Context: an optimization exercise on an open-source flow, tuned for small area and a short achievable clock period. The choices shown serve that exercise and are no tape-out recipe. Function was not checked in any run shown here: the RTL went through the layout flow alone. Power and IR drop assume default switching activity.

==> flow/design.v <==
module vedic_2x2 (
    input  [1:0] a,
    input  [1:0] b,
    output [3:0] product
);
    wire [3:0] partial;
    wire c1, c2;
    assign partial[0] = a[0] & b[0];
    assign partial[1] = a[1] & b[0];
    assign partial[2] = a[0] & b[1];
    assign partial[3] = a[1] & b[1];
    assign product[0] = partial[0];
    assign {c1, product[1]} = partial[1] + partial[2];
    assign {c2, product[2]} = partial[3] + c1;
    assign product[3] = c2;
endmodule
module vedic_mult #(
    parameter WIDTH = 8
)(
    input  [WIDTH-1:0] a,
    input  [WIDTH-1:0] b,
    output [2*WIDTH-1:0] product
);
    generate
        if (WIDTH == 2) begin : base_case
            vedic_2x2 v2x2 (
                .a(a),
                .b(b),
                .product(product)
            );
        end else begin : recursive_case
            localparam HALF_WIDTH = WIDTH / 2;
            wire [WIDTH-1:0] q0, q1, q2, q3;
            wire [2*WIDTH-1:0] aligned_q0, aligned_q1, aligned_q2, aligned_q3;
            wire [2*WIDTH-1:0] temp1, temp2;
            vedic_mult #(HALF_WIDTH) m0 (
                .a(a[HALF_WIDTH-1:0]),
                .b(b[HALF_WIDTH-1:0]),
                .product(q0)
            );
            vedic_mult #(HALF_WIDTH) m1 (
                .a(a[WIDTH-1:HALF_WIDTH]),
                .b(b[HALF_WIDTH-1:0]),
                .product(q1)
            );
            vedic_mult #(HALF_WIDTH) m2 (
                .a(a[HALF_WIDTH-1:0]),
                .b(b[WIDTH-1:HALF_WIDTH]),
                .product(q2)
            );
            vedic_mult #(HALF_WIDTH) m3 (
                .a(a[WIDTH-1:HALF_WIDTH]),
                .b(b[WIDTH-1:HALF_WIDTH]),
                .product(q3)
            );
            assign aligned_q0 = {{WIDTH{1'b0}}, q0};
            assign aligned_q1 = {{HALF_WIDTH{1'b0}}, q1, {HALF_WIDTH{1'b0}}};
            assign aligned_q2 = {{HALF_WIDTH{1'b0}}, q2, {HALF_WIDTH{1'b0}}};
            assign aligned_q3 = {q3, {WIDTH{1'b0}}};
            assign temp1 = aligned_q0 + aligned_q1;
            assign temp2 = temp1 + aligned_q2;
            assign product = temp2 + aligned_q3;
        end
    endgenerate
endmodule
module sigmoid_activation #(
    parameter WIDTH = 16,
    parameter FRAC_BITS = 11
)(
    input  [15:0] x,
    output [15:0] y
);
    wire neg_sat = x[15] & ~(x[14] & x[13]);
    wire pos_sat = ~x[15] & (x[14] | (x[13] & (|x[12:0])));
    wire [15:0] lin = {~x[15], x[15], x[15], x[15:3]};
    assign y = pos_sat ? 16'hFFFF : (neg_sat ? 16'h0000 : lin);
endmodule
module mac_unit (
    input  clk,
    input  rst_n,
    input  enable,
    input  clear_acc,
    input  [7:0] input_data,
    input  [7:0] weight,
    output [15:0] mac_out,
    output [15:0] activated_out,
    output valid,
    output overflow
);
    reg [15:0] acc_lo;
    reg [15:0] acc_hi;
    reg        hi_cin;      
    reg        overflow_reg;
    reg        valid_reg;
    wire [7:0] a = input_data & {8{enable}};
    wire [63:0] pp;
    genvar gi, gj;
    generate
        for (gi = 0; gi < 8; gi = gi + 1) begin : g_pp_i
            for (gj = 0; gj < 8; gj = gj + 1) begin : g_pp_j
                assign pp[gi*8+gj] = a[gi] & weight[gj];
            end
        end
    endgenerate
    wire [15:0] lo_m = acc_lo & {16{~clear_acc}};
    wire ts1, tc2, ts3, tc4, ts5, tc6, ts7, tc8, ts9, tc10, ts11, tc12, ts13, tc14, ts15, tc16, ts17, tc18, ts19, tc20, ts21, tc22, ts23, tc24, ts25, tc26, ts27, tc28, ts29, tc30, ts31, tc32, ts33, tc34, ts35, tc36, ts37, tc38, ts39, tc40, ts41, tc42, ts43, tc44, ts45, tc46, ts47, tc48, ts49, tc50, ts51, tc52, ts53, tc54, ts55, tc56, ts57, tc58, ts59, tc60, ts61, tc62, ts63, tc64, ts65, tc66, ts67, tc68, ts69, tc70, ts71, tc72, ts73, tc74, ts75, tc76, ts77, tc78, ts79, tc80, ts81, tc82, ts83, tc84, ts85, tc86, ts87, tc88, ts89, tc90, ts91, tc92, ts93, tc94, ts95, tc96, ts97, tc98, ts99, tc100, ts101, tc102, ts103, tc104, ts105, tc106, ts107, tc108, ts109, tc110, ts111, tc112;
    assign ts1 = lo_m[5] ^ pp[12];
    assign tc2 = lo_m[5] & pp[12];
    assign ts3 = lo_m[6] ^ pp[13] ^ pp[20];
    assign tc4 = (lo_m[6] & pp[13]) | (lo_m[6] & pp[20]) | (pp[13] & pp[20]);
    assign ts5 = pp[27] ^ pp[34];
    assign tc6 = pp[27] & pp[34];
    assign ts7 = lo_m[7] ^ pp[14] ^ pp[21];
    assign tc8 = (lo_m[7] & pp[14]) | (lo_m[7] & pp[21]) | (pp[14] & pp[21]);
    assign ts9 = pp[28] ^ pp[35] ^ pp[42];
    assign tc10 = (pp[28] & pp[35]) | (pp[28] & pp[42]) | (pp[35] & pp[42]);
    assign ts11 = pp[49] ^ pp[56];
    assign tc12 = pp[49] & pp[56];
    assign ts13 = lo_m[8] ^ pp[15] ^ pp[22];
    assign tc14 = (lo_m[8] & pp[15]) | (lo_m[8] & pp[22]) | (pp[15] & pp[22]);
    assign ts15 = pp[29] ^ pp[36] ^ pp[43];
    assign tc16 = (pp[29] & pp[36]) | (pp[29] & pp[43]) | (pp[36] & pp[43]);
    assign ts17 = pp[50] ^ pp[57];
    assign tc18 = pp[50] & pp[57];
    assign ts19 = lo_m[9] ^ pp[23] ^ pp[30];
    assign tc20 = (lo_m[9] & pp[23]) | (lo_m[9] & pp[30]) | (pp[23] & pp[30]);
    assign ts21 = pp[37] ^ pp[44] ^ pp[51];
    assign tc22 = (pp[37] & pp[44]) | (pp[37] & pp[51]) | (pp[44] & pp[51]);
    assign ts23 = lo_m[10] ^ pp[31] ^ pp[38];
    assign tc24 = (lo_m[10] & pp[31]) | (lo_m[10] & pp[38]) | (pp[31] & pp[38]);
    assign ts25 = lo_m[3] ^ pp[10];
    assign tc26 = lo_m[3] & pp[10];
    assign ts27 = lo_m[4] ^ pp[11] ^ pp[18];
    assign tc28 = (lo_m[4] & pp[11]) | (lo_m[4] & pp[18]) | (pp[11] & pp[18]);
    assign ts29 = pp[25] ^ pp[32];
    assign tc30 = pp[25] & pp[32];
    assign ts31 = pp[19] ^ pp[26] ^ pp[33];
    assign tc32 = (pp[19] & pp[26]) | (pp[19] & pp[33]) | (pp[26] & pp[33]);
    assign ts33 = pp[40] ^ pp[5] ^ ts1;
    assign tc34 = (pp[40] & pp[5]) | (pp[40] & ts1) | (pp[5] & ts1);
    assign ts35 = pp[41] ^ pp[48] ^ pp[6];
    assign tc36 = (pp[41] & pp[48]) | (pp[41] & pp[6]) | (pp[48] & pp[6]);
    assign ts37 = tc2 ^ ts5 ^ ts3;
    assign tc38 = (tc2 & ts5) | (tc2 & ts3) | (ts5 & ts3);
    assign ts39 = pp[7] ^ tc6 ^ ts11;
    assign tc40 = (pp[7] & tc6) | (pp[7] & ts11) | (tc6 & ts11);
    assign ts41 = tc4 ^ ts7 ^ ts9;
    assign tc42 = (tc4 & ts7) | (tc4 & ts9) | (ts7 & ts9);
    assign ts43 = tc12 ^ ts17 ^ tc10;
    assign tc44 = (tc12 & ts17) | (tc12 & tc10) | (ts17 & tc10);
    assign ts45 = tc8 ^ ts13 ^ ts15;
    assign tc46 = (tc8 & ts13) | (tc8 & ts15) | (ts13 & ts15);
    assign ts47 = pp[58] ^ tc18 ^ tc14;
    assign tc48 = (pp[58] & tc18) | (pp[58] & tc14) | (tc18 & tc14);
    assign ts49 = tc16 ^ ts19 ^ ts21;
    assign tc50 = (tc16 & ts19) | (tc16 & ts21) | (ts19 & ts21);
    assign ts51 = pp[45] ^ pp[52] ^ pp[59];
    assign tc52 = (pp[45] & pp[52]) | (pp[45] & pp[59]) | (pp[52] & pp[59]);
    assign ts53 = tc20 ^ tc22 ^ ts23;
    assign tc54 = (tc20 & tc22) | (tc20 & ts23) | (tc22 & ts23);
    assign ts55 = lo_m[11] ^ pp[39] ^ pp[46];
    assign tc56 = (lo_m[11] & pp[39]) | (lo_m[11] & pp[46]) | (pp[39] & pp[46]);
    assign ts57 = pp[53] ^ pp[60] ^ tc24;
    assign tc58 = (pp[53] & pp[60]) | (pp[53] & tc24) | (pp[60] & tc24);
    assign ts59 = lo_m[12] ^ pp[47] ^ pp[54];
    assign tc60 = (lo_m[12] & pp[47]) | (lo_m[12] & pp[54]) | (pp[47] & pp[54]);
    assign ts61 = lo_m[2] ^ pp[16];
    assign tc62 = lo_m[2] & pp[16];
    assign ts63 = pp[17] ^ pp[24] ^ pp[3];
    assign tc64 = (pp[17] & pp[24]) | (pp[17] & pp[3]) | (pp[24] & pp[3]);
    assign ts65 = pp[4] ^ tc26 ^ ts29;
    assign tc66 = (pp[4] & tc26) | (pp[4] & ts29) | (tc26 & ts29);
    assign ts67 = tc30 ^ tc28 ^ ts31;
    assign tc68 = (tc30 & tc28) | (tc30 & ts31) | (tc28 & ts31);
    assign ts69 = tc32 ^ ts35 ^ tc34;
    assign tc70 = (tc32 & ts35) | (tc32 & tc34) | (ts35 & tc34);
    assign ts71 = tc36 ^ ts39 ^ tc38;
    assign tc72 = (tc36 & ts39) | (tc36 & tc38) | (ts39 & tc38);
    assign ts73 = tc40 ^ ts43 ^ tc42;
    assign tc74 = (tc40 & ts43) | (tc40 & tc42) | (ts43 & tc42);
    assign ts75 = tc44 ^ ts47 ^ tc46;
    assign tc76 = (tc44 & ts47) | (tc44 & tc46) | (ts47 & tc46);
    assign ts77 = ts51 ^ tc48 ^ tc50;
    assign tc78 = (ts51 & tc48) | (ts51 & tc50) | (tc48 & tc50);
    assign ts79 = tc52 ^ ts55 ^ ts57;
    assign tc80 = (tc52 & ts55) | (tc52 & ts57) | (ts55 & ts57);
    assign ts81 = pp[61] ^ tc56 ^ ts59;
    assign tc82 = (pp[61] & tc56) | (pp[61] & ts59) | (tc56 & ts59);
    assign ts83 = lo_m[13] ^ pp[55] ^ pp[62];
    assign tc84 = (lo_m[13] & pp[55]) | (lo_m[13] & pp[62]) | (pp[55] & pp[62]);
    assign ts85 = lo_m[1] ^ pp[1];
    assign tc86 = lo_m[1] & pp[1];
    assign ts87 = pp[2] ^ pp[9] ^ ts61;
    assign tc88 = (pp[2] & pp[9]) | (pp[2] & ts61) | (pp[9] & ts61);
    assign ts89 = tc62 ^ ts25 ^ ts63;
    assign tc90 = (tc62 & ts25) | (tc62 & ts63) | (ts25 & ts63);
    assign ts91 = tc64 ^ ts27 ^ ts65;
    assign tc92 = (tc64 & ts27) | (tc64 & ts65) | (ts27 & ts65);
    assign ts93 = tc66 ^ ts33 ^ ts67;
    assign tc94 = (tc66 & ts33) | (tc66 & ts67) | (ts33 & ts67);
    assign ts95 = tc68 ^ ts37 ^ ts69;
    assign tc96 = (tc68 & ts37) | (tc68 & ts69) | (ts37 & ts69);
    assign ts97 = ts41 ^ tc70 ^ ts71;
    assign tc98 = (ts41 & tc70) | (ts41 & ts71) | (tc70 & ts71);
    assign ts99 = ts45 ^ tc72 ^ ts73;
    assign tc100 = (ts45 & tc72) | (ts45 & ts73) | (tc72 & ts73);
    assign ts101 = ts49 ^ tc74 ^ ts75;
    assign tc102 = (ts49 & tc74) | (ts49 & ts75) | (tc74 & ts75);
    assign ts103 = ts53 ^ tc76 ^ ts77;
    assign tc104 = (ts53 & tc76) | (ts53 & ts77) | (tc76 & ts77);
    assign ts105 = tc54 ^ tc78 ^ ts79;
    assign tc106 = (tc54 & tc78) | (tc54 & ts79) | (tc78 & ts79);
    assign ts107 = tc58 ^ ts81 ^ tc80;
    assign tc108 = (tc58 & ts81) | (tc58 & tc80) | (ts81 & tc80);
    assign ts109 = tc60 ^ ts83 ^ tc82;
    assign tc110 = (tc60 & ts83) | (tc60 & tc82) | (ts83 & tc82);
    assign ts111 = lo_m[14] ^ pp[63] ^ tc84;
    assign tc112 = (lo_m[14] & pp[63]) | (lo_m[14] & tc84) | (pp[63] & tc84);
    wire [15:0] row_a = {lo_m[15], ts111, ts109, tc106, tc104, tc102, tc100, tc98, tc96, tc94, tc92, tc90, tc88, tc86, pp[8], lo_m[0]};
    wire [15:0] row_b = {tc112, tc110, tc108, ts107, ts105, ts103, ts101, ts99, ts97, ts95, ts93, ts91, ts89, ts87, ts85, pp[0]};
    wire [16:0] lo_sum = row_a + row_b;
    wire c16 = lo_sum[16];
    wire hi_ones = hi_cin ? (acc_hi == 16'hFFFE) : (acc_hi == 16'hFFFF);
    wire [15:0] hi_n = (acc_hi + {15'd0, hi_cin}) & {16{~clear_acc}};
    always @(posedge clk or negedge rst_n) begin
        if (!rst_n) begin
            acc_lo <= 16'd0;
            acc_hi <= 16'd0;
            hi_cin <= 1'b0;
            overflow_reg <= 1'b0;
            valid_reg <= 1'b0;
        end else begin
            acc_lo <= lo_sum[15:0];
            acc_hi <= hi_n;
            hi_cin <= c16;
            overflow_reg <= ~clear_acc & (overflow_reg | (c16 & hi_ones));
            valid_reg <= enable;
        end
    end
    assign overflow = overflow_reg;
    assign valid = valid_reg;
    assign mac_out = acc_lo;
    sigmoid_activation activation (
        .x(acc_lo),
        .y(activated_out)
    );
endmodule
module mac_array (
    input  clk,
    input  rst_n,
    input  [3:0] enable,
    input  [3:0] clear_acc,
    input  [31:0] input_data,
    input  [31:0] weight,
    output [63:0] mac_out,
    output [63:0] activated_out,
    output [3:0] valid,
    output [3:0] overflow
);
    genvar i;
    generate
        for (i = 0; i < 4; i = i + 1) begin : mac_channels
            mac_unit mac_inst (
                .clk(clk),
                .rst_n(rst_n),
                .enable(enable[i]),
                .clear_acc(clear_acc[i]),
                .input_data(input_data[8*i+7:8*i]),
                .weight(weight[8*i+7:8*i]),
                .mac_out(mac_out[16*i+15:16*i]),
                .activated_out(activated_out[16*i+15:16*i]),
                .valid(valid[i]),
                .overflow(overflow[i])
            );
        end
    endgenerate
endmodule
==> flow/run.sh <==
#!/bin/bash
# synth_recipe.tcl (not shown) runs the flow's synth.tcl, then flattens the netlist and writes it again
# the make line also repeats each setting of config.mk as NAME=value (left out here)
make -C /OpenROAD-flow-scripts/flow DESIGN_CONFIG=/design/flow/config.mk WORK_HOME=/design/flow/orfs CLKGATE_MAP_FILE= SYNTH_SCRIPT=/design/flow/synth_recipe.tcl finish
==> flow/config.mk <==
export PLATFORM = sky130hd
export DESIGN_NAME = mac_array
export DESIGN_NICKNAME = mac_array
export VERILOG_FILES = /design/flow/design.v
export SDC_FILE = /design/flow/constraint.sdc
export NUM_CORES = 4
export LEC_CHECK = 0
export CAP_MARGIN = 20
export CORE_MARGIN = 2
export CORE_UTILIZATION = 40
export SLEW_MARGIN = 20
==> flow/constraint.sdc <==
create_clock -name core_clock -period 8.5 [get_ports {clk}]
set_input_delay 1.7000 -clock core_clock [delete_from_list [all_inputs] [get_ports {clk}]]
set_output_delay 1.7000 -clock core_clock [all_outputs]
set_load 0.01 [all_outputs]
==> impl_metrics.toml, run 1 <==
[critical_path]
critical_path.cell_chain = "clkdlybuf4s50_1 > buf_4 > and3_1 > fa_1 > inv_1 > fa_1 > fa_1 > fa_1 > inv_1 > ha_1 > and3_1 > and3_1 > nand3_1 > a31oi_1 > a221oi_1 > xnor2_1"
cp_data_arrival_time_ns = 6.82
crit_path_capture_type = "register"
r2r_cells = 15
critical_setup_path_kind = "input pin to register"
timing.reg2reg.setup_slack_ns = 4.03
worst_path_max_delay_cell = "clkdlybuf4s50_1"
path_max_fanout = 37
path_common_cell = "fa_1"
cpPeakStageDelay_ns = 0.88
critPathLaunchType = "input pin"
required_ns = 8.80

[clock_tree]
clock_tree_from_tritoncts = "built"
cts_num_sinks = 140
htree_num_levels = 4
post_cts_resize_count = 0
clk_pin_slew_ns = 0.07
cts.path.max_buffers = 2
clk-insertion-delay-late_ns = 0.42
tritoncts.num_buffers = 17
ctsRootBufferMaster = "clkbuf_16"
cts_setup_buffers = 0
cts_hold_buf = 0

[floorplan]
rows = 72
chipHeight_microns = 201
design.die.area_sq_um = 40400
die_width_microns = 201
top_level_i_o_count = 210
core_area_sq_um = 38500
initial_utilization = 0.404

[final_layout]
final_net_count = 2211
antenna_cells_inserted = 0
final.fill_count = 3653
fin_area_sq_um = 18700
synthToLayoutAreaGrowth_pct = 20.0
fraction_of_layout_cells_with_a_size_suffix_above_1 = 0.0335
utilization = 0.485
top_regs = "mac_channels.mac_inst.acc_hi x64, mac_channels.mac_inst.acc_lo x64"

[sta]
clock_skews_ns = 0.0143
maxClockFrequency_ghz = 0.153
slew_viol_final = 0
setup_total_negative_slack_ns = 0
relSlewSlack = 0.318
fin_crit_period_ns = 6.52
grt_setup_unrepaired = "false"
final_hold_violation_count = 0
timing_worst_slew_pin_value_ns = 1.02
finalSetupViolCount = 0
postLayoutSetupSlackWorst_ns = 1.98
layout_worst_path_cycle_share = 0.767

[min_path]
min_delay_path_depth = 2
worstHoldPathType = "register to register"

[logic_synthesis]
synth-seq-area-share = 0.225
ys_top_cells_by_area = "fa_1, dfrtp_1, and3_1, ha_1, inv_1"
syn_area_per_cell_sq_um = 9.36
async_flop_share = 1.00
syn_inst = 1661
postSynth.topFlopCell = "dfrtp_1"
synthDistinctLibCells = 62
yosysWarningCount = 1
synth.net_count = 2035
synth.ff_latch_count = 140
top_area_cell_type_share_of_the_netlist_area = 0.252
syn-cell-area_sq_um = 15500
synth_enable_flop_cells = 0
synth_top_area_cell = "fa_1"

[placed_design]
dp_worst_setup_slack_ns = 1.59
place.detailed.hpwl_mm = 30.8
finalWeightedCongestion = 0.882
io_buffer_count = 209
placed_area_sq_um = 18100

[global_route]
first_pass_grt_wire_length_mm = 67.4
grt_remaining_overflow = 0
number_of_antenna_violations_at_the_first_check_in_global_routing = 0
grt_start_max_net_pins = 73
grt_usage = 0.203
via_count_of_the_first_global_routing_pass = 13156

[power]
power.leakage_nw = 9.34
ir_worst_vdd_uv = 219
design_power_total_w = 0.00497
pwr_density_cell_nw_per_um2 = 266

[route]
wl_per_cell_microns = 16.6
drt_iter0_drc = 528
drt-vias-per-instance = 5.22
aggregate_routed_wire_length_mm = 39.2
routed_vias = 12355
drc_errors = 0
antenna_violating_nets_post_route = 0
length_of_the_first_detailed_routing_pass_in_iterations = 5

[outcome]
result_of_the_run = "timing/DRC/antenna clean"

[job]
maxCapViolCount = 0
==> synth_stat cells, types with 3 or more instances <==
master	instances
a21o_1	23
nor4_1	13
o211ai_1	3
xor2_1	48
a211oi_1	3
clkbuf_1	47
and3_1	221
nand2b_1	20
dfrtp_1	140
a21oi_1	57
nand3_1	84
and2_1	3
nor3_1	19
o21ai_1	4
xnor2_1	42
or2_2	3
nand4_1	13
buf_4	16
fa_1	196
nand2_1	45
nor2_1	107
a31oi_1	3
or3_1	19
o21a_1	36
o21ai_0	35
inv_1	237
o21bai_1	7
nor2b_1	67
or4_1	7
ha_1	104
==> critical path, delay by kind of cell <==
family | cells | cell delay, ns
adders and majority gates | 5 | 2.29
buffers and inverters | 4 | 1.42
and+or+nand+nor | 4 | 0.73
xor gates and xnor gates | 1 | 0.15
AOI/OAI and AO/OA | 2 | 0.51
==> cells in the final DEF, fill, tap and decap left out, types with 3 or more instances in the layout <==
cell             instances
o21ai_0                 35
nor4_1                  13
or4_1                    7
o21bai_1                 7
fa_1                   196
nand4_1                 13
or2_2                    3
ha_1                   104
nor2_1                 107
and3_1                 221
o21a_1                  36
or3_1                   19
inv_1                  237
xnor2_1                 42
clkbuf_16               17
clkinvlp_4               4
o211ai_1                 3
clkdlybuf4s50_1        207
nand2b_1                20
nand3_1                 84
and2_1                   3
o21ai_1                  4
dfrtp_1                140
a21oi_1                 57
nor2b_1                 67
inv_6                    3
a31oi_1                  3
nand2_1                 45
a21o_1                  23
xor2_1                  48
a211oi_1                 3
clkinv_4                 4
nor3_1                  18
buf_4                   11
==> final timing paths <==
check                                                     from                               endpoint
max in group asynchronous                                rst_n     mac_channels[3].mac_inst.acc_hi[7]
max reg2reg                 mac_channels[3].mac_inst.acc_lo[6]  mac_channels[3].mac_inst.overflow_reg
max                                                  enable[0]    mac_channels[0].mac_inst.acc_lo[15]
min in group asynchronous                                rst_n    mac_channels[0].mac_inst.acc_lo[12]
min reg2reg                mac_channels[0].mac_inst.acc_hi[11]    mac_channels[0].mac_inst.acc_hi[11]
min                        mac_channels[0].mac_inst.acc_hi[11]    mac_channels[0].mac_inst.acc_hi[11]
==> routing by layer <==
metal / track usage / share of wire
met1: 0.282 / 0.46
met2: 0.332 / 0.47
met3: 0.0356 / 0.050
met4: 0.0444 / 0.016
met5: 0 / 0
==> per-stage QoR <==
step | hold WS [ns] | cells
2_1_floorplan | 0.497 | 1661
3_3_place_gp | 0.516 | 2336
3_5_place_dp | 0.529 | 2336
4_1_cts | 0.546 | 2368
5_1_grt | 0.566 | 2368
6_report | 0.542 | 2368
==> final cells by class <==
type | instances | area, sq um | share of cell area
multi-input combinational | 1221 | 10900 | 0.582
sequential | 140 | 3500 | 0.188
timing repair buffer | 220 | 2170 | 0.116
inverter | 237 | 890 | 0.0477
tap | 518 | 648 | 0.0347
clock buffer | 19 | 453 | 0.0243
clock inverter | 13 | 133 | 0.00711
==> power breakdown <==
part	internal, W	switching (W)
clock network	0.000425	0.000326
registers	0.000825	0.000233
logic	0.00160	0.00156
==> cell families after synthesis <==
kind of cell / Yosys count / synth area share
simple gates: 628 / 0.222
mux: 1 / 0.000644
xor+xnor: 90 / 0.0507
flops: 140 / 0.225
fa+ha+maj: 302 / 0.338
buf+inv: 300 / 0.0763
compound gates: 200 / 0.0878
==> run 2: changes to the inputs <==
--- a/flow/design.v
+++ b/flow/design.v
@@ -218,7 +218,74 @@
     assign tc112 = (lo_m[14] & pp[63]) | (lo_m[14] & tc84) | (pp[63] & tc84);
     wire [15:0] row_a = {lo_m[15], ts111, ts109, tc106, tc104, tc102, tc100, tc98, tc96, tc94, tc92, tc90, tc88, tc86, pp[8], lo_m[0]};
     wire [15:0] row_b = {tc112, tc110, tc108, ts107, ts105, ts103, ts101, ts99, ts97, ts95, ts93, ts91, ts89, ts87, ts85, pp[0]};
-    wire [16:0] lo_sum = row_a + row_b;
+    wire [15:0] g0 = row_a & row_b;
+    wire [15:0] p0 = row_a ^ row_b;
+    wire gl1_1 = g0[1] | (p0[1] & g0[0]);
+    wire pl1_1 = p0[1] & p0[0];
+    wire gl1_3 = g0[3] | (p0[3] & g0[2]);
+    wire pl1_3 = p0[3] & p0[2];
+    wire gl1_5 = g0[5] | (p0[5] & g0[4]);
+    wire pl1_5 = p0[5] & p0[4];
+    wire gl1_7 = g0[7] | (p0[7] & g0[6]);
+    wire pl1_7 = p0[7] & p0[6];
+    wire gl1_9 = g0[9] | (p0[9] & g0[8]);
+    wire pl1_9 = p0[9] & p0[8];
+    wire gl1_11 = g0[11] | (p0[11] & g0[10]);
+    wire pl1_11 = p0[11] & p0[10];
+    wire gl1_13 = g0[13] | (p0[13] & g0[12]);
+    wire pl1_13 = p0[13] & p0[12];
+    wire gl1_15 = g0[15] | (p0[15] & g0[14]);
+    wire pl1_15 = p0[15] & p0[14];
+    wire gl2_2 = g0[2] | (p0[2] & gl1_1);
+    wire pl2_2 = p0[2] & pl1_1;
+    wire gl2_3 = gl1_3 | (pl1_3 & gl1_1);
+    wire pl2_3 = pl1_3 & pl1_1;
+    wire gl2_6 = g0[6] | (p0[6] & gl1_5);
+    wire pl2_6 = p0[6] & pl1_5;
+    wire gl2_7 = gl1_7 | (pl1_7 & gl1_5);
+    wire pl2_7 = pl1_7 & pl1_5;
+    wire gl2_10 = g0[10] | (p0[10] & gl1_9);
+    wire pl2_10 = p0[10] & pl1_9;
+    wire gl2_11 = gl1_11 | (pl1_11 & gl1_9);
+    wire pl2_11 = pl1_11 & pl1_9;
+    wire gl2_14 = g0[14] | (p0[14] & gl1_13);
+    wire pl2_14 = p0[14] & pl1_13;
+    wire gl2_15 = gl1_15 | (pl1_15 & gl1_13);
+    wire pl2_15 = pl1_15 & pl1_13;
+    wire gl3_4 = g0[4] | (p0[4] & gl2_3);
+    wire pl3_4 = p0[4] & pl2_3;
+    wire gl3_5 = gl1_5 | (pl1_5 & gl2_3);
+    wire pl3_5 = pl1_5 & pl2_3;
+    wire gl3_6 = gl2_6 | (pl2_6 & gl2_3);
+    wire pl3_6 = pl2_6 & pl2_3;
+    wire gl3_7 = gl2_7 | (pl2_7 & gl2_3);
+    wire pl3_7 = pl2_7 & pl2_3;
+    wire gl3_12 = g0[12] | (p0[12] & gl2_11);
+    wire pl3_12 = p0[12] & pl2_11;
+    wire gl3_13 = gl1_13 | (pl1_13 & gl2_11);
+    wire pl3_13 = pl1_13 & pl2_11;
+    wire gl3_14 = gl2_14 | (pl2_14 & gl2_11);
+    wire pl3_14 = pl2_14 & pl2_11;
+    wire gl3_15 = gl2_15 | (pl2_15 & gl2_11);
+    wire pl3_15 = pl2_15 & pl2_11;
+    wire gl4_8 = g0[8] | (p0[8] & gl3_7);
+    wire pl4_8 = p0[8] & pl3_7;
+    wire gl4_9 = gl1_9 | (pl1_9 & gl3_7);
+    wire pl4_9 = pl1_9 & pl3_7;
+    wire gl4_10 = gl2_10 | (pl2_10 & gl3_7);
+    wire pl4_10 = pl2_10 & pl3_7;
+    wire gl4_11 = gl2_11 | (pl2_11 & gl3_7);
+    wire pl4_11 = pl2_11 & pl3_7;
+    wire gl4_12 = gl3_12 | (pl3_12 & gl3_7);
+    wire pl4_12 = pl3_12 & pl3_7;
+    wire gl4_13 = gl3_13 | (pl3_13 & gl3_7);
+    wire pl4_13 = pl3_13 & pl3_7;
+    wire gl4_14 = gl3_14 | (pl3_14 & gl3_7);
+    wire pl4_14 = pl3_14 & pl3_7;
+    wire gl4_15 = gl3_15 | (pl3_15 & gl3_7);
+    wire pl4_15 = pl3_15 & pl3_7;
+    wire [15:0] cg = {gl4_15, gl4_14, gl4_13, gl4_12, gl4_11, gl4_10, gl4_9, gl4_8, gl3_7, gl3_6, gl3_5, gl3_4, gl2_3, gl2_2, gl1_1, g0[0]};
+    wire [16:0] lo_sum = {cg[15], p0 ^ {cg[14:0], 1'b0}};
     wire c16 = lo_sum[16];
     wire hi_ones = hi_cin ? (acc_hi == 16'hFFFE) : (acc_hi == 16'hFFFF);
     wire [15:0] hi_n = (acc_hi + {15'd0, hi_cin}) & {16{~clear_acc}};
==> run 2 against run 1 <==
Combinational power fell by 9.2%; design area fell by 2.6%; still clean on timing, DRC and antenna; global-route usage fell by 0.55 points; highest routed layer unchanged; die area fell by 2.9%; worst setup slack improved by 0.00083 ns; largest power group unchanged.
==> impl_metrics.toml, run 2 <==
[sta]
fin_crit_period_ns = 6.52
grt_setup_unrepaired = "false"
timing_worst_slew_pin_value_ns = 1.05
final_hold_violation_count = 0
clock_skews_ns = 0.0159
slew_viol_final = 0
finalSetupViolCount = 0
timing.hold.ws_ns = 0.518
setup_total_negative_slack_ns = 0
maxClockFrequency_ghz = 0.153
layout_worst_path_cycle_share = 0.767
relSlewSlack = 0.302

[critical_path]
critical_path.reg2reg.endpoint = "mac_channels[0].mac_inst.overflow_reg"
crit_path_capture_type = "register"
r2r_cells = 13
required_ns = 8.86
critical_setup_path_kind = "input pin to register"
path_max_fanout = 34
worstSetupStartpoint = "enable[0]"
cp_data_arrival_time_ns = 6.88
critPathLaunchType = "input pin"
timing.reg2reg.setup_slack_ns = 4.19
r2r_start = "mac_channels[0].mac_inst.acc_lo[6]"

[power]
power.clock.fraction = 0.162
ir_worst_vdd_uv = 142
power.leakage_nw = 9.18
switching_power_total_w = 0.00192
comb_power_share = 0.618
sw_frac_of_total = 0.412
cell_internal_pwr_w = 0.00273
power.share.sequential = 0.220
pwr_density_cell_nw_per_um2 = 256
design_power_total_w = 0.00465

[min_path]
worstHoldPathType = "register to register"
whs_endpoint = "mac_channels[3].mac_inst.overflow_reg"
hold_path_startpoint = "mac_channels[3].mac_inst.overflow_reg"
min_delay_path_depth = 1

[final_layout]
synthToLayoutAreaGrowth_pct = 20.5
antenna_cells_inserted = 0
final.fill_count = 3513
final_net_count = 2132
fin_area_sq_um = 18200
top_regs = "mac_channels.mac_inst.acc_hi x64, mac_channels.mac_inst.acc_lo x64"
fraction_of_layout_cells_with_a_size_suffix_above_1 = 0.0306
instances_no_fill = 2274
most_frequent_standard_cell_in_the_layout_excluding_fill_and_tap_cells = "inv_1"
final_cell_mix = "inv_1, fa_1, and3_1"

[clock_tree]
clk_pin_slew_ns = 0.06
htree_num_levels = 4
cts.path.max_buffers = 2
clock_tree_from_tritoncts = "built"
cts_num_sinks = 140
cts_setup_buffers = 0
post_cts_resize_count = 0
tritoncts.num_buffers = 17
cts_hold_buf = 0
clk-insertion-delay-late_ns = 0.43
ctsRootBufferMaster = "clkbuf_16"

[logic_synthesis]
synthDistinctLibCells = 47
yosys-top-cells-count = "inv_1, fa_1, and3_1"
postSynth.topFlopCell = "dfrtp_1"
syn-cell-area_sq_um = 15100
synth_top_area_cell = "fa_1"
post_synth_and_or_nand_nor_area_fraction = 0.213
top_area_cell_type_share_of_the_netlist_area = 0.276
ys_top_cells_by_area = "fa_1, dfrtp_1, and3_1, ha_1, inv_1"
synth_enable_flop_cells = 0
muxShareOfSynthArea = 0
yosysWarningCount = 1
synth.net_count = 1958
synth_top_family_by_area = "adder cells"
syn_inst = 1576
synth.ff_latch_count = 140
synth.most_common_cell = "inv_1"
yosys.area_share.adder = 0.361
syn_area_per_cell_sq_um = 9.57
parity_gate_share_of_the_synthesized_area_counting_xor_and_xnor_cells = 0.0476
async_flop_share = 1.00
synth-seq-area-share = 0.232
synth_compound_gate_area_share = 0.0678

[global_route]
via_count_of_the_first_global_routing_pass = 11785
grt_start_max_net_pins = 74
first_pass_grt_wire_length_mm = 61.7
grt_remaining_overflow = 0
grt_usage = 0.197
number_of_antenna_violations_at_the_first_check_in_global_routing = 0

[route]
drc_errors = 0
drt-vias-per-instance = 5.10
routed_vias = 11601
antenna_violating_nets_post_route = 0
wl_per_cell_microns = 16.6
aggregate_routed_wire_length_mm = 37.7
drt_iter0_drc = 578
length_of_the_first_detailed_routing_pass_in_iterations = 4

[placed_design]
placed_area_sq_um = 17600
io_buffer_count = 209
finalWeightedCongestion = 0.891
dp_cells = 2242
place.detailed.hpwl_mm = 29.5

[floorplan]
rows = 71
core_area_sq_um = 37400
initial_utilization = 0.403
design.die.area_sq_um = 39300
top_level_i_o_count = 210
die_width_microns = 198
chipHeight_microns = 198

[outcome]
result_of_the_run = "timing/DRC/antenna clean"

[job]
maxCapViolCount = 0
run 2: cell type report:
| class | count | area [sq um] | area share |
|---|---|---|---|
| Clock buffer | 18 | 429 | 0.0236 |
| Sequential cell | 140 | 3500 | 0.193 |
| Inverter | 234 | 878 | 0.0483 |
| Multi-Input combinational cell | 1137 | 10400 | 0.572 |
| Timing Repair Buffer | 220 | 2170 | 0.119 |
| Tap cell | 511 | 639 | 0.0352 |
| Clock inverter | 14 | 158 | 0.00868 |
run 2: kinds of logic after synthesis:
kind of cell / after synthesis
buffers and inverters: 299
XOR/XNOR: 82
adder cells (fa/ha/maj): 311
AO/OA/AOI/OAI: 161
flip-flops: 140
AND/OR/NAND/NOR: 583
run 2: how the worst max path moves through the flow:
stage | end | slack (ns) | depth (start not counted)
after global placement | mac_channels[0].mac_inst.overflow_reg | 1.65 | 15
final | mac_channels[0].mac_inst.overflow_reg | 1.98 | 15
after global routing | mac_channels[0].mac_inst.acc_lo[9] | 1.70 | 16
after floorplan | mac_channels[0].mac_inst.overflow_reg | 2.74 | 15
after detailed placement | mac_channels[0].mac_inst.overflow_reg | 1.61 | 15
after CTS | mac_channels[0].mac_inst.overflow_reg | 2.04 | 15
run 2: stage by stage:
| stage | setup slack [ns] | utilization |
|---|---|---|
| after floorplan | 2.74 | - |
| after global placement | 1.65 | 0.470 |
| after detailed placement | 1.61 | 0.470 |
| after CTS | 2.04 | 0.486 |
| after global routing | 1.70 | 0.486 |
| final | 1.98 | 0.486 |
run 2: power by group through the flow:
stage          combinational (W)  clock, W  sequential (W)
2_1_floorplan            0.00168         0         0.00101
3_3_place_gp             0.00285         0         0.00104
3_5_place_dp             0.00289         0         0.00104
4_1_cts                  0.00290  0.000776         0.00103
5_1_grt                  0.00321  0.000800         0.00105
6_report                 0.00287  0.000752         0.00102
run 2: per-layer routing:
metal	vias up	wire (microns)	global-route usage
li1	5513	-	-
met1	5836	17700	0.275
met2	214	18200	0.326
met3	38	1220	0.0259
met4	0	571	0.0490
met5	-	0	0
run 2: critical path, stage by stage:
cell	delay [ns]
clkdlybuf4s50_1	0.93
buf_4	0.44
and3_1	0.20
fa_1	0.53
inv_1	0.06
fa_1	0.41
inv_1	0.08
fa_1	0.41
fa_1	0.49
ha_1	0.36
nand4_1	0.09
or2_2	0.29
o21a_1	0.24
or3b_2	0.50
o21ai_1	0.14
==> run 3: changes to the inputs <==
--- a/flow/config.mk
+++ b/flow/config.mk
@@ -8,4 +8,5 @@
 export CAP_MARGIN = 20
 export CORE_MARGIN = 2
 export CORE_UTILIZATION = 40
+export SETUP_SLACK_MARGIN = 3.0
 export SLEW_MARGIN = 20
==> run 3 against run 2 <==
Via count up 1.4%; critical endpoint unchanged; global-route usage is 0.17 points lower; flip-flop and latch count stayed put; still clean on timing, DRC and antenna; sequential power hardly changed; combinational power is 2% higher; maximum frequency is 21% higher; first-iteration DRC count shrank 9.3%; critical path type unchanged; clock power grew 4.1%.
==> impl_metrics.toml, run 3 <==
[outcome]
result_of_the_run = "timing/DRC/antenna clean"

[final_layout]
final_cell_mix = "inv_1, fa_1, and3_1"
antenna_cells_inserted = 0
fraction_of_layout_cells_with_a_size_suffix_above_1 = 0.0487
final.fill_count = 3538
most_frequent_standard_cell_in_the_layout_excluding_fill_and_tap_cells = "inv_1"
synthToLayoutAreaGrowth_pct = 21.7
utilization = 0.491
final_net_count = 2134
top_regs = "mac_channels.mac_inst.acc_hi x64, mac_channels.mac_inst.acc_lo x64"

[route]
length_of_the_first_detailed_routing_pass_in_iterations = 5
drt_iter0_drc = 524
drt-vias-per-instance = 5.17
wl_per_cell_microns = 16.3
aggregate_routed_wire_length_mm = 37.2
drc_errors = 0
antenna_violating_nets_post_route = 0
routed_vias = 11765

[logic_synthesis]
synth.net_count = 1958
synth_top_family_by_area = "adder cells"
synth.ff_latch_count = 140
postSynth.topFlopCell = "dfrtp_1"
top_area_cell_type_share_of_the_netlist_area = 0.276
yosys-top-cells-count = "inv_1, fa_1, and3_1"
synth_compound_gate_area_share = 0.0678
async_flop_share = 1.00
syn_area_per_cell_sq_um = 9.57
parity_gate_share_of_the_synthesized_area_counting_xor_and_xnor_cells = 0.0476
syn-cell-area_sq_um = 15100
synthDistinctLibCells = 47
synth.most_common_cell = "inv_1"
synth_top_area_cell = "fa_1"
yosysWarningCount = 1
post_synth_and_or_nand_nor_area_fraction = 0.213
syn_inst = 1576
synth_enable_flop_cells = 0
yosys.area_share.adder = 0.361
muxShareOfSynthArea = 0
ys_top_cells_by_area = "fa_1, dfrtp_1, and3_1, ha_1, inv_1"
synth-seq-area-share = 0.232

[critical_path]
cpPeakStageDelay_ns = 0.53
required_ns = 8.85
cp_data_arrival_time_ns = 5.73
timing.reg2reg.setup_slack_ns = 4.36
critical_path.cell_chain = "dlygate4sd2_1 > and3_1 > fa_1 > inv_1 > fa_1 > inv_1 > fa_1 > fa_1 > ha_4 > nand4_1 > or2_2 > o21a_1 > or3b_4 > o21ai_1"
critical_setup_path_kind = "input pin to register"
r2r_cells = 14
crit_path_capture_type = "register"
r2r_start = "mac_channels[1].mac_inst.acc_lo[7]"
worstSetupStartpoint = "input_data[2]"
worst_path_max_delay_cell = "fa_1"
critical_path.reg2reg.endpoint = "mac_channels[1].mac_inst.overflow_reg"
critPathLaunchType = "input pin"
path_common_cell = "fa_1"
path_max_fanout = 8

[sta]
layout_worst_path_cycle_share = 0.633
grt_setup_unrepaired = "true"
setup_total_negative_slack_ns = 0
slew_viol_final = 0
relSlewSlack = 0.371
fin_crit_period_ns = 5.38
final_hold_violation_count = 0
maxClockFrequency_ghz = 0.186
timing_worst_slew_pin_value_ns = 0.943
clock_skews_ns = 0.00695
finalSetupViolCount = 0

[floorplan]
chipHeight_microns = 198
initial_utilization = 0.403
top_level_i_o_count = 210
die_width_microns = 198
rows = 71
core_area_sq_um = 37400
design.die.area_sq_um = 39300

[clock_tree]
htree_num_levels = 4
clk_pin_slew_ns = 0.06
clock_tree_from_tritoncts = "built"
cts_num_sinks = 140
tritoncts.num_buffers = 17
clk-insertion-delay-late_ns = 0.42
cts.path.max_buffers = 2
cts_hold_buf = 0
ctsRootBufferMaster = "clkbuf_16"

[global_route]
via_count_of_the_first_global_routing_pass = 11826
first_pass_grt_wire_length_mm = 60.8
grt_remaining_overflow = 0
number_of_antenna_violations_at_the_first_check_in_global_routing = 0
grt_start_max_net_pins = 73
grt_usage = 0.196

[placed_design]
place.detailed.hpwl_mm = 29.0
finalWeightedCongestion = 0.849
io_buffer_count = 209

[min_path]
hold_path_startpoint = "mac_channels[1].mac_inst.overflow_reg"
worstHoldPathType = "register to register"
min_delay_path_depth = 1
whs_endpoint = "mac_channels[1].mac_inst.overflow_reg"

[power]
power.leakage_nw = 9.55
pwr_density_cell_nw_per_um2 = 259
ir_worst_vdd_uv = 181

[job]
maxCapViolCount = 0
run 3: changes by cell type in the layout (fill, tap and decap cells not counted), moves of 3 or more:
cell	before	now
and3_1	207	203
and3_4	0	4
buf_6	1	6
clkbuf_2	1	12
clkdlybuf4s50_1	206	140
clkinv_2	1	4
clkinv_4	3	0
dlygate4sd2_1	0	16
dlymetal6s2s_1	0	34
ha_1	100	95
ha_4	0	5
o21ai_0	35	32
run 3: kinds of logic after synthesis:
group,count (synthesis)
AO/OA/AOI/OAI,161
XOR/XNOR,82
adder cells (fa/ha/maj),311
buffers and inverters,299
flip-flops,140
AND/OR/NAND/NOR,583
run 3: critical path: cells and delay by family:
family          cells  cell delay (ns)
buf+inv             3             0.51
compound gates      2             0.36
fa+ha+maj           5             2.17
simple gates        4             1.00
run 3: repair_timing:
action | in CTS | in global routing
pin swaps | 0 | 3
endpoints found under the setup margin | 43 | 27
buffers inserted | 1 | 0
gates resized for setup | 59 | 77
run 3: worst max path at each step:
stage                                            endpoint  cells past startpoint
floorplan           mac_channels[1].mac_inst.overflow_reg                     16
global placement       mac_channels[0].mac_inst.acc_lo[9]                     16
detailed placement  mac_channels[1].mac_inst.overflow_reg                     16
CTS                 mac_channels[1].mac_inst.overflow_reg                     15
global route           mac_channels[0].mac_inst.acc_lo[9]                     16
finish              mac_channels[0].mac_inst.overflow_reg                     14
run 3: area by class of cell:
type | instances | area, sq um | area share
clock inverters | 13 | 163 | 0.00886
flip-flops and latches | 140 | 3500 | 0.191
well taps | 511 | 639 | 0.0348
clock buffers | 19 | 453 | 0.0247
inverters | 234 | 878 | 0.0479
repair buffers | 222 | 2210 | 0.120
multi-input cells | 1137 | 10500 | 0.572
run 3: report_power, final:
group | switching [W] | internal, W
clock | 0.000304 | 0.000480
sequential | 0.000223 | 0.000823
combinational | 0.00141 | 0.00151
total | 0.00193 | 0.00281
run 3: per-stage QoR:
step	worst slack [ns]	hold slack [ns]	total power, W	std cells	area, sq um
global route	2.95	0.528	0.00515	2276	18400
detailed placement	1.52	0.490	0.00400	2243	17700
finish	3.12	0.500	0.00475	2276	18400
global placement	1.64	0.479	0.00395	2243	17700
floorplan	3.00	0.464	0.00274	1576	15200
CTS	2.99	0.500	0.00482	2276	18300
run 3: routing by layer:
layer,up-vias,wire length [microns],part of all wire,GRT usage
met5,-,0,0,0
li1,5517,-,-,-
met4,0,503,0.014,0.0420
met3,37,1660,0.045,0.0305
met1,5951,16500,0.44,0.267
met2,260,18500,0.50,0.329
==> run 4: changes to the inputs <==
--- a/flow/config.mk
+++ b/flow/config.mk
@@ -8,5 +8,5 @@
 export CAP_MARGIN = 20
 export CORE_MARGIN = 2
 export CORE_UTILIZATION = 40
-export SETUP_SLACK_MARGIN = 3.0
+export SETUP_SLACK_MARGIN = 3.7
 export SLEW_MARGIN = 20
==> run 4 against run 3 <==
Wire length is 9.7% higher; maximum frequency rose by 6.6%; worst setup slack gained 0.33 ns; non-clock buffer count up 63; clock power barely moved; flip-flop and latch count is the same; synthesized cell count stayed put; synthesized area is the same; sequential share of layout area is 1.6 points lower; core utilization rose by 4.4 points; clock skew increased by 0.0043 ns; critical path type unchanged.
==> impl_metrics.toml, run 4 <==
[floorplan]
rows = 71
die_width_microns = 198
core_area_sq_um = 37400
top_level_i_o_count = 210
initial_utilization = 0.403
chipHeight_microns = 198
design.die.area_sq_um = 39300

[critical_path]
required_ns = 8.86
timing.reg2reg.setup_slack_ns = 4.51
worst_path_max_delay_cell = "fa_1"
cp_data_arrival_time_ns = 5.41
critical_path.cell_chain = "buf_16 > buf_12 > and3_4 > fa_1 > inv_2 > fa_2 > inv_2 > fa_1 > fa_1 > ha_4 > nand4_1 > or2_4 > o21a_4 > or3b_4 > o21ai_2"
path_common_cell = "fa_1"
critPathLaunchType = "input pin"
worst_path_dominant_cell_family = "adder cells"
cpPeakStageDelay_ns = 0.55
path_max_fanout = 8
critical_setup_path_kind = "input pin to register"
crit_path_capture_type = "register"
worst_path_buf_inv = 4

[power]
ir_worst_vdd_uv = 197
power.leakage_nw = 9.80
design_power_total_w = 0.00543
pwr_density_cell_nw_per_um2 = 272

[clock_tree]
cts_num_sinks = 140
cts_hold_buf = 0
ctsRootBufferMaster = "clkbuf_16"
cts.path.max_buffers = 2
clock_tree_from_tritoncts = "built"
tritoncts.num_buffers = 17
clk-insertion-delay-late_ns = 0.44
htree_num_levels = 4
clk_pin_slew_ns = 0.06

[global_route]
grt_remaining_overflow = 0
number_of_antenna_violations_at_the_first_check_in_global_routing = 0
grt_start_max_net_pins = 72
first_pass_grt_wire_length_mm = 65.8
grt_usage = 0.213
via_count_of_the_first_global_routing_pass = 12488

[route]
routed_vias = 12069
wl_per_cell_microns = 17.4
length_of_the_first_detailed_routing_pass_in_iterations = 5
drt-vias-per-instance = 5.16
antenna_violating_nets_post_route = 0
drc_errors = 0
aggregate_routed_wire_length_mm = 40.8
drt_iter0_drc = 534

[min_path]
worstHoldPathType = "register to register"

[logic_synthesis]
synth.most_common_cell = "inv_1"
parity_gate_share_of_the_synthesized_area_counting_xor_and_xnor_cells = 0.0476
synth-seq-area-share = 0.232
yosys.area_share.adder = 0.361
synth.ff_latch_count = 140
syn_inst = 1576
synth_top_family_by_area = "adder cells"
synthDistinctLibCells = 47
syn_area_per_cell_sq_um = 9.57
synth.net_count = 1958
async_flop_share = 1.00
top_area_cell_type_share_of_the_netlist_area = 0.276
synth_enable_flop_cells = 0
postSynth.topFlopCell = "dfrtp_1"
post_synth_and_or_nand_nor_area_fraction = 0.213
muxShareOfSynthArea = 0
syn-cell-area_sq_um = 15100
synth_compound_gate_area_share = 0.0678
ys_top_cells_by_area = "fa_1, dfrtp_1, and3_1, ha_1, inv_1"
synth_top_area_cell = "fa_1"
yosys-top-cells-count = "inv_1, fa_1, and3_1"
yosysWarningCount = 1

[final_layout]
final_net_count = 2197
final_cell_mix = "inv_1, fa_1, and3_1"
antenna_cells_inserted = 0
final.fill_count = 3377
fraction_of_layout_cells_with_a_size_suffix_above_1 = 0.199
most_frequent_standard_cell_in_the_layout_excluding_fill_and_tap_cells = "inv_1"
top_regs = "mac_channels.mac_inst.acc_hi x64, mac_channels.mac_inst.acc_lo x64"
synthToLayoutAreaGrowth_pct = 32.6

[job]
maxCapViolCount = 0

[outcome]
result_of_the_run = "timing/DRC/antenna clean"

[sta]
layout_worst_path_cycle_share = 0.594
timing_worst_slew_pin_value_ns = 1.06
fin_crit_period_ns = 5.05
slew_viol_final = 0
maxClockFrequency_ghz = 0.198
clock_skews_ns = 0.0112
final_hold_violation_count = 0
setup_total_negative_slack_ns = 0
relSlewSlack = 0.292
timing.hold.ws_ns = 0.499
finalSetupViolCount = 0
grt_setup_unrepaired = "true"

[placed_design]
place.detailed.hpwl_mm = 29.5
io_buffer_count = 209
finalWeightedCongestion = 0.868
[run 4: cell type report]
cell class / instances / area, sq um / share of cell area
inverter: 234 / 878 / 0.0439
sequential: 140 / 3500 / 0.175
multi-input combinational: 1137 / 11300 / 0.566
timing repair buffer: 285 / 3050 / 0.152
tap: 511 / 639 / 0.0320
clock buffer: 17 / 425 / 0.0213
clock inverter: 15 / 176 / 0.00882
[run 4: kinds of logic (layout without fill, tap and decap cells)]
logic type | count (synthesis) | count (layout)
xor gates and xnor gates | 82 | 82
buffers and inverters | 299 | 551
adders and majority gates | 311 | 311
DFF | 140 | 140
and+or+nand+nor | 583 | 583
AOI/OAI and AO/OA | 161 | 161
[run 4: timing repair]
action	4_1_cts	5_1_grt
pin swaps	92	78
gates resized for setup	441	85
cloned	17	0
buffers inserted	33	15
endpoints found under the setup margin	56	37
[run 4: worst paths after layout]
kind,endpoint,from,cells after the start
worst max register to register,mac_channels[1].mac_inst.overflow_reg,mac_channels[1].mac_inst.acc_lo[8],14
worst max-delay path,mac_channels[0].mac_inst.overflow_reg,enable[0],15
min in group asynchronous,mac_channels[2].mac_inst.acc_lo[4],rst_n,1
worst min-delay path,mac_channels[0].mac_inst.overflow_reg,mac_channels[0].mac_inst.overflow_reg,2
worst min register to register,mac_channels[0].mac_inst.overflow_reg,mac_channels[0].mac_inst.overflow_reg,2
max in group asynchronous,mac_channels[1].mac_inst.acc_lo[0],rst_n,2
[run 4: metal layers]
layer,global-route usage,wire [microns],up-vias
met5,0,0,-
met4,0.0596,560,0
met3,0.0344,1590,41
met2,0.354,20400,261
met1,0.288,18200,6107
li1,-,-,5660
[run 4: worst min-delay path, cell delays in order (launching register included)]
cell and delay, ns:
dfrtp_1 0.34, a21oi_1 0.08, o21ai_2 0.05
[run 4: per-stage QoR]
| stage | std cells | util | worst slack, ns | area, sq um |
|---|---|---|---|---|
| finish | 2339 | 0.535 | 3.45 | 20000 |
| global route | 2339 | 0.535 | 3.38 | 20000 |
| CTS | 2324 | 0.526 | 3.45 | 19700 |
| detailed placement | 2242 | 0.481 | 1.74 | 18000 |
| global placement | 2242 | 0.481 | 1.88 | 18000 |
| floorplan | 1576 | - | 3.13 | 15700 |
[run 4: where the power goes]
part           total [W]  switching, W  internal, W
logic            0.00362       0.00167      0.00195
registers        0.00103      0.000208     0.000823
clock network   0.000780      0.000337     0.000443

afterwards: timing with drivers on the ports:
Ports are ideal in the flow. The routed layouts listed here were re-timed in OpenROAD. Step 1: set_driving_cell puts a clkbuf_16 on clk and a buf_2 on each other input, an assumption about the parent block. Step 2, shift: input delay + t, output delay - t, t = (earliest + latest rising clock arrival at the registers) / 2. This alone moves slack from input paths to output paths. Three values: no drivers, after step 1, after step 2; two values: the first two.
run	t (ns)	setup WS [ns]	slew at the worst register clock pin (ns)	pins driven straight from the clock port
run 1	0.463	1.979 / 1.994 / 1.531	0.07 / 0.07	1
run 2	0.469	1.979 / 1.997 / 1.528	0.07 / 0.07	1
run 3	0.474	3.119 / 3.146 / 2.672	0.07 / 0.07	1
run 4	0.485	3.451 / 3.413 / 2.927	0.07 / 0.07	1
After both steps setup and hold are still met in every run listed. For run 4, which loses most, drivers alone change the setup slack by -0.038 ns; drivers and shift together by -0.524 ns.
